From an optimization exercise on the open Yosys and OpenROAD flow, aimed at small area; shortcuts taken in it are not production practice. The RTL was checked by simulation tests, not by an equivalence proof against the original design. Power is estimated from default activity; no workload was simulated.

==> exp/raven: inputs <==
==> flow/design.v <==
module adc(
    input              sck,
    input              rst,
    input              ws,
    input              run,       
    input        [3:0] sd,
    input              flag_in,
    output             flag_out,
    output reg  [95:0] data       
);
    localparam [4:0] S0      = 5'b00000;
    localparam [4:0] S_FULL  = 5'b01001;    
    localparam [4:0] S_VALID = 5'b10011;    
    reg  [4:0] st;
    reg [95:0] sreg;
    wire full  = (st == S_FULL);
    wire valid = (st == S_VALID);
    wire load  = ws & full;
    wire [4:0] step = {st[3:0], ~(st[4] ^ st[2])};
    assign flag_out = valid;
    always @(posedge sck or posedge rst) begin
        if (rst) begin
            st   <= S0;
            data <= 96'd0;
        end else begin
            if (valid)
                st <= flag_in ? S0 : S_VALID;
            else if (full)
                st <= ws ? S_VALID : S_FULL;
            else
                st <= (ws || !run) ? S0 : step;
            if (load)
                data <= sreg;
        end
    end
    integer i;
    always @(posedge sck) begin
        if (!full)
            for (i = 0; i < 4; i = i + 1)
                sreg[24*i +: 24] <= {sreg[24*i +: 23], sd[i]};
    end
endmodule
module mux(
    input               clk,
    input               rst,
    input               start,
    input               S_AXIS_tready,
    input        [95:0] data_a,      
    input        [95:0] data_b,      
    input               flag_a_in,
    input               flag_b_in,
    output reg   [95:0] tdata,
    output              S_AXIS_tvalid,
    output              S_AXIS_tlast,
    output              flag_a_out,
    output              flag_b_out,
    output              run
);
    localparam [2:0] NEVER   = 3'b000;
    localparam [2:0] IDLE    = 3'b001;
    localparam [2:0] IDLE_L  = 3'b010;
    localparam [2:0] CHECK_0 = 3'b011;
    localparam [2:0] CHECK   = 3'b100;
    localparam [2:0] T1_0    = 3'b101;
    localparam [2:0] T1      = 3'b111;
    localparam [2:0] T2      = 3'b110;
    reg [2:0] state;
    wire in_t1 = (state == T1_0) || (state == T1);
    wire in_t2 = (state == T2);
    assign run           = (state != NEVER);
    assign flag_a_out    = (state == CHECK) || (state == T1_0);
    assign flag_b_out    = state[2];
    assign S_AXIS_tvalid = (state == IDLE_L) || (state == T1) || (state == T2);
    assign S_AXIS_tlast  = (state == IDLE_L);
    always @(posedge clk or posedge rst) begin
        if (rst) begin
            state <= NEVER;
            tdata <= 96'd0;
        end else begin
            case (state)
                NEVER, IDLE, IDLE_L:
                    state <= start ? CHECK_0 : (state == NEVER ? NEVER : IDLE);
                CHECK_0, CHECK:
                    state <= (S_AXIS_tready && flag_a_in) ? T1_0 : CHECK;
                T1_0, T1:
                    state <= (S_AXIS_tready && flag_b_in) ? T2 : T1;
                default:
                    state <= IDLE_L;
            endcase
            if (in_t1)
                tdata <= data_a;
            else if (in_t2)
                tdata <= data_b;
        end
    end
endmodule
module wrapper(
  input sck,
  input ws,
  input rst,
  input start,
  input S_AXIS_tready,
  input [7:0]sd,
  output   [7:0] flag_mux_to_adc_debug,
  output   [7:0] flag_adc_to_mux_debug,
  output [127:0] S_AXIS_tdata,
  output         S_AXIS_tvalid,
  output         S_AXIS_tlast,
  output [255:0] data_debug
);
  wire [95:0] data_a, data_b, tdata;
  wire        valid_a, valid_b, ready_a, ready_b, run;
  adc u_adc_a (
    .sck(sck), .rst(rst), .ws(ws), .run(run), .sd(sd[3:0]),
    .flag_in(ready_a), .flag_out(valid_a), .data(data_a)
  );
  adc u_adc_b (
    .sck(sck), .rst(rst), .ws(ws), .run(run), .sd(sd[7:4]),
    .flag_in(ready_b), .flag_out(valid_b), .data(data_b)
  );
  mux m0 (
    .clk(sck), .rst(rst), .start(start), .S_AXIS_tready(S_AXIS_tready),
    .data_a(data_a), .data_b(data_b),
    .flag_a_in(valid_a), .flag_b_in(valid_b),
    .tdata(tdata), .S_AXIS_tvalid(S_AXIS_tvalid), .S_AXIS_tlast(S_AXIS_tlast),
    .flag_a_out(ready_a), .flag_b_out(ready_b), .run(run)
  );
  assign flag_mux_to_adc_debug = {{4{ready_b}}, {4{ready_a}}};
  assign flag_adc_to_mux_debug = {{4{valid_b}}, {4{valid_a}}};
  genvar i;
  generate
    for (i = 0; i < 4; i = i + 1) begin : g_out
      assign data_debug[32*i +: 32]      = {data_a[24*i +: 24], 8'h00};
      assign data_debug[32*(i+4) +: 32]  = {data_b[24*i +: 24], 8'h00};
      assign S_AXIS_tdata[32*i +: 32]    = {tdata[24*i +: 24], 8'h00};
    end
  endgenerate
endmodule
==> flow/flow/run.sh <==
#!/bin/bash
# The standard layout (standard.sh) with these changes:
#  - synthesis maps logic with an area-oriented ABC script (flow/synth.tcl);
#    flip-flops are mapped exactly as in the standard synthesis
#  - every port gets the smallest buffer, buf_1
#  - clock tree synthesis: larger sink clusters, clkbuf_4/clkbuf_8, no
#    dummy loads
#  - constant outputs share one tie cell (no tie fanout repair)
# Each tool's output goes to a log of its own in this folder.
set -euo pipefail
here=$(pwd)
export FLOW_ABC_SCRIPT=$here/flow/abc_area.script
export BUFFER_PORTS_ARGS="-buffer_cell sky130_fd_sc_hd__buf_1"
export CTS_ARGS="-sink_clustering_enable -repair_clock_nets -dont_use_dummy_load -sink_clustering_size 12 -sink_clustering_max_diameter 35 -buf_list {sky130_fd_sc_hd__clkbuf_4 sky130_fd_sc_hd__clkbuf_8}"
export SKIP_REPAIR_TIE_FANOUT=1
sed "s#SYNTH_SCRIPT=[^ ]*#SYNTH_SCRIPT=$here/flow/synth.tcl#" standard.sh > flow_standard.sh
grep -q "SYNTH_SCRIPT=$here/flow/synth.tcl" flow_standard.sh
bash flow_standard.sh > standard.log 2>&1
==> flow/flow/abc_area.script <==
strash
dch -f
amap -m -F 4 -A 8
topo
strash
dch -f
amap -m -F 4 -A 8
topo
==> flow/flow/synth.tcl <==
# The standard flow's synthesis script (synth_recipe.tcl) with one change: ABC maps the
# logic with an area-oriented script (flow/abc_area.script) instead of
# ORFS's speed script. Flip-flops are mapped before ABC runs, so the
# registers, their names and cell types are those of the standard synthesis.
proc synth {args} { yosys synth -nofsm -noshare {*}$args }
proc abc {args} {
  set i [lsearch -exact $args -script]
  if { $i >= 0 } {
    lset args [expr {$i + 1}] $::env(FLOW_ABC_SCRIPT)
  }
  yosys abc {*}$args
}
source $::env(SCRIPTS_DIR)/synth.tcl
# left out here: clear keep_hierarchy, flatten, clean up, hide names made inside functions, write 1_2_yosys.v
==> flow/standard.sh <==
#!/bin/bash
# synth_recipe.tcl (not shown) runs the flow's synth.tcl, then flattens the netlist and writes it again
# the make line also repeats each setting of config.mk as NAME=value (left out here)
make -C /OpenROAD-flow-scripts/flow DESIGN_CONFIG=/design/flow/config.mk WORK_HOME=/design/flow/orfs CLKGATE_MAP_FILE= SYNTH_SCRIPT=/design/flow/synth_recipe.tcl "${@:-finish}"
==> flow/config.mk <==
export PLATFORM = sky130hd
export DESIGN_NAME = wrapper
export DESIGN_NICKNAME = wrapper
export VERILOG_FILES = /design/flow/design.v
export SDC_FILE = /design/flow/constraint.sdc
export NUM_CORES = 4
export LEC_CHECK = 0
export CAP_MARGIN = 20
export CORE_MARGIN = 2
export CORE_UTILIZATION = 40
export SLEW_MARGIN = 20
==> flow/constraint.sdc <==
create_clock -name core_clock -period 5.0 [get_ports {sck}]
set_input_delay 1.0000 -clock core_clock [delete_from_list [all_inputs] [get_ports {sck}]]
set_output_delay 1.0000 -clock core_clock [all_outputs]
set_load 0.01 [all_outputs]
==> exp/cedar (differences from exp/raven) <==
--- a/flow/flow/run.sh
+++ b/flow/flow/run.sh
@@ -13,3 +13,3 @@
 export BUFFER_PORTS_ARGS="-buffer_cell sky130_fd_sc_hd__buf_1"
-export CTS_ARGS="-sink_clustering_enable -repair_clock_nets -dont_use_dummy_load -sink_clustering_size 12 -sink_clustering_max_diameter 35 -buf_list {sky130_fd_sc_hd__clkbuf_4 sky130_fd_sc_hd__clkbuf_8}"
+export CTS_ARGS="-sink_clustering_enable -repair_clock_nets -dont_use_dummy_load -sink_clustering_size 24 -sink_clustering_max_diameter 50 -buf_list {sky130_fd_sc_hd__clkbuf_8 sky130_fd_sc_hd__clkbuf_16}"
 export SKIP_REPAIR_TIE_FANOUT=1
--- a/flow/config.mk
+++ b/flow/config.mk
@@ -9,3 +9,4 @@
 export CORE_MARGIN = 2
-export CORE_UTILIZATION = 40
+export CORE_UTILIZATION = 55
+export PLACE_DENSITY = 0.7
 export SLEW_MARGIN = 20
==> exp/onyx (differences from exp/raven) <==
==> flow/design.v (replaced) <==
module adc(
    input              sck,
    input              rst,
    input              ws,
    input              run,       
    input        [3:0] sd,
    input              flag_in,
    output reg         flag_out,
    output reg  [95:0] data       
);
    reg  [4:0] cnt;
    reg [95:0] sreg;
    wire full = (cnt == 5'd25);
    wire load = ws & full;
    always @(posedge sck or posedge rst) begin
        if (rst) begin
            cnt      <= 5'd0;
            flag_out <= 1'b0;
            data     <= 96'd0;
        end else begin
            if (!ws && run && !flag_out)
                cnt <= full ? cnt : cnt + 5'd1;
            else
                cnt <= 5'd0;
            flag_out <= flag_out ? !flag_in : load;
            if (load)
                data <= sreg;
        end
    end
    integer i;
    always @(posedge sck) begin
        if (!full)
            for (i = 0; i < 4; i = i + 1)
                sreg[24*i +: 24] <= {sreg[24*i +: 23], sd[i]};
    end
endmodule
module mux(
    input               clk,
    input               rst,
    input               start,
    input               S_AXIS_tready,
    input        [95:0] data_a,      
    input        [95:0] data_b,      
    input               flag_a_in,
    input               flag_b_in,
    output reg   [95:0] tdata,
    output reg          S_AXIS_tvalid,
    output reg          S_AXIS_tlast,
    output reg          flag_a_out,
    output reg          flag_b_out
);
    localparam S_IDLE   = 2'd0;
    localparam S_CHECK  = 2'd1;
    localparam S_TRANS1 = 2'd2;
    localparam S_TRANS2 = 2'd3;
    reg [1:0] state;
    always @(posedge clk or posedge rst) begin
        if (rst) begin
            state         <= S_IDLE;
            S_AXIS_tvalid <= 1'b0;
            S_AXIS_tlast  <= 1'b0;
            tdata         <= 96'd0;
            flag_a_out    <= 1'b0;
            flag_b_out    <= 1'b0;
        end else begin
            case (state)
                S_IDLE: begin
                    state         <= start ? S_CHECK : S_IDLE;
                    S_AXIS_tvalid <= 1'b0;
                    S_AXIS_tlast  <= 1'b0;
                end
                S_CHECK: begin
                    state         <= (S_AXIS_tready && flag_a_in) ? S_TRANS1 : S_CHECK;
                    S_AXIS_tvalid <= 1'b0;
                    S_AXIS_tlast  <= 1'b0;
                    flag_a_out    <= 1'b1;
                    flag_b_out    <= 1'b1;
                end
                S_TRANS1: begin
                    state         <= (S_AXIS_tready && flag_b_in) ? S_TRANS2 : S_TRANS1;
                    tdata         <= data_a;
                    S_AXIS_tvalid <= 1'b1;
                    S_AXIS_tlast  <= 1'b0;
                    flag_a_out    <= 1'b0;
                end
                S_TRANS2: begin
                    state         <= S_IDLE;
                    tdata         <= data_b;
                    S_AXIS_tvalid <= 1'b1;
                    S_AXIS_tlast  <= 1'b1;
                    flag_b_out    <= 1'b0;
                end
            endcase
        end
    end
endmodule
module wrapper(
  input sck,
  input ws,
  input rst,
  input start,
  input S_AXIS_tready,
  input [7:0]sd,
  output   [7:0] flag_mux_to_adc_debug,
  output   [7:0] flag_adc_to_mux_debug,
  output [127:0] S_AXIS_tdata,
  output         S_AXIS_tvalid,
  output         S_AXIS_tlast,
  output [255:0] data_debug
);
  reg run;
  always @(posedge sck or posedge rst)
    if (rst) run <= 1'b0;
    else if (start) run <= 1'b1;
  wire [95:0] data_a, data_b, tdata;
  wire        valid_a, valid_b, ready_a, ready_b;
  adc u_adc_a (
    .sck(sck), .rst(rst), .ws(ws), .run(run), .sd(sd[3:0]),
    .flag_in(ready_a), .flag_out(valid_a), .data(data_a)
  );
  adc u_adc_b (
    .sck(sck), .rst(rst), .ws(ws), .run(run), .sd(sd[7:4]),
    .flag_in(ready_b), .flag_out(valid_b), .data(data_b)
  );
  mux m0 (
    .clk(sck), .rst(rst), .start(start), .S_AXIS_tready(S_AXIS_tready),
    .data_a(data_a), .data_b(data_b),
    .flag_a_in(valid_a), .flag_b_in(valid_b),
    .tdata(tdata), .S_AXIS_tvalid(S_AXIS_tvalid), .S_AXIS_tlast(S_AXIS_tlast),
    .flag_a_out(ready_a), .flag_b_out(ready_b)
  );
  assign flag_mux_to_adc_debug = {{4{ready_b}}, {4{ready_a}}};
  assign flag_adc_to_mux_debug = {{4{valid_b}}, {4{valid_a}}};
  genvar i;
  generate
    for (i = 0; i < 4; i = i + 1) begin : g_out
      assign data_debug[32*i +: 32]      = {data_a[24*i +: 24], 8'h00};
      assign data_debug[32*(i+4) +: 32]  = {data_b[24*i +: 24], 8'h00};
      assign S_AXIS_tdata[32*i +: 32]    = {tdata[24*i +: 24], 8'h00};
    end
  endgenerate
endmodule
==> flow/run.sh (new file) <==
#!/bin/bash
# synth_recipe.tcl (not shown) runs the flow's synth.tcl, then flattens the netlist and writes it again
# the make line also repeats each setting of config.mk as NAME=value (left out here)
make -C /OpenROAD-flow-scripts/flow DESIGN_CONFIG=/design/flow/config.mk WORK_HOME=/design/flow/orfs CLKGATE_MAP_FILE= SYNTH_SCRIPT=/design/flow/synth_recipe.tcl finish
removed: flow/flow/run.sh
removed: flow/flow/abc_area.script
removed: flow/flow/synth.tcl
removed: flow/standard.sh
==> notes <==
- exp/cedar completed without violations. exp/raven completed without violations. exp/onyx passed the timing, DRC and antenna checks.
- The lowest clock skew belongs to exp/onyx, the highest to exp/raven.
- Against exp/onyx, the via count of exp/cedar is larger by 6.5%.
- In exp/cedar the synthesized cell count is smaller than in exp/onyx, by about 5%.
- In exp/cedar the setup slack is lower than in exp/onyx, by 0.37 ns.
- Power: exp/raven > exp/cedar > exp/onyx.
- The lowest final area belongs to exp/cedar, the highest to exp/onyx.
- In flip-flop and latch count, exp/cedar and exp/raven do not differ.
- The highest non-clock buffer count belongs to exp/onyx, the lowest to exp/raven.
- The highest first-iteration DRC count belongs to exp/cedar, the lowest to exp/onyx.
- In exp/onyx the critical path depth is higher than in exp/raven, by 2.
==> figures <==
quantity                                                                       exp/raven                exp/cedar                    exp/onyx
Core footprint                                                                0.0432 mm²               0.0315 mm²                  0.0468 mm²
Xor and xnor area share after synthesis                                               0%                       0%                      0.368%
Final worst setup slack                                                          1.90 ns                  1.69 ns                     2.06 ns
Worst slack, placed                                                              1.91 ns                  1.96 ns                     1.78 ns
Number of diodes                                                                       0                        0                           1
Metal2 WL                                                                       18700 µm                 18200 µm                    19400 µm
Met3 wire length                                                                 2920 µm                  3230 µm                     2320 µm
Met2 track utilization from global routing                                         26.3%                    35.3%                       25.9%
Share of synthesized cell area in and, or, nand and nor gates                      2.60%                    2.60%                       2.66%
Routed len/inst                                                                  20.6 µm                  21.8 µm                     18.8 µm
Part of the cycle the worst path needs                                             62.0%                    66.2%                       58.8%
Instance area at placement                                                    0.0188 mm²               0.0186 mm²                  0.0225 mm²
Detailed placement HPWL                                                         24900 µm                 23900 µm                    26200 µm
Reported leakage power                                                           8.19 nW                  8.10 nW                     11.3 nW
Run status                                                       complete, no violations  complete, no violations     complete, no violations
Multi-input gate area in the final layout                                    0.00338 mm²              0.00338 mm²                 0.00486 mm²
Number of tap cells inserted                                                         585                      402                         607
Final Power                                                                     0.0143 W                 0.0142 W                   0.00829 W
Synthesized-area fraction occupied by ao, oa, aoi and oai cells                    16.5%                    16.5%                       2.69%
Tot GR Track Use                                                                   18.2%                    23.6%                       16.5%
Origin of the worst setup path                                   u_adc_b.st[3]$_DFF_PP0_    m0.state[0]$_DFF_PP0_  u_adc_a.cnt[1]$_DFFE_PP0P_
CP peak stage delay                                                              0.77 ns                  0.81 ns                     0.73 ns

[port drivers added, routing unchanged]
How much do the figures lean on ideal ports? The routed layouts below were timed once more, with nothing changed but the port constraints. Step 1 assumes that a clkbuf_16 drives the clock port and a buf_2 every other input. Step 2 also shifts input and output timing later by t, the mid clock arrival at the registers, as if the neighbouring blocks saw the same clock. Slacks: ideal / step 1 / step 2; pairs: ideal / step 1.
run	t, ns	slack for setup (ns)	worst hold slack (ns)	latest minus earliest clock arrival (ns)	worst register clock-pin slew, ns
exp/raven	0.631	1.898 / 1.854 / 1.861	0.412 / 0.412 / 0.412	0.089 / 0.089	0.08 / 0.08
exp/cedar	0.551	1.688 / 1.639 / 1.918	0.424 / 0.424 / 0.424	0.043 / 0.044	0.09 / 0.09
exp/onyx	0.630	2.061 / 2.061 / 1.750	0.435 / 0.435 / 0.435	0.028 / 0.028	0.06 / 0.06
After both steps setup and hold are still met in every run listed. For exp/onyx, which loses most, drivers alone change the setup slack by 0.000 ns; drivers and shift together by -0.311 ns.
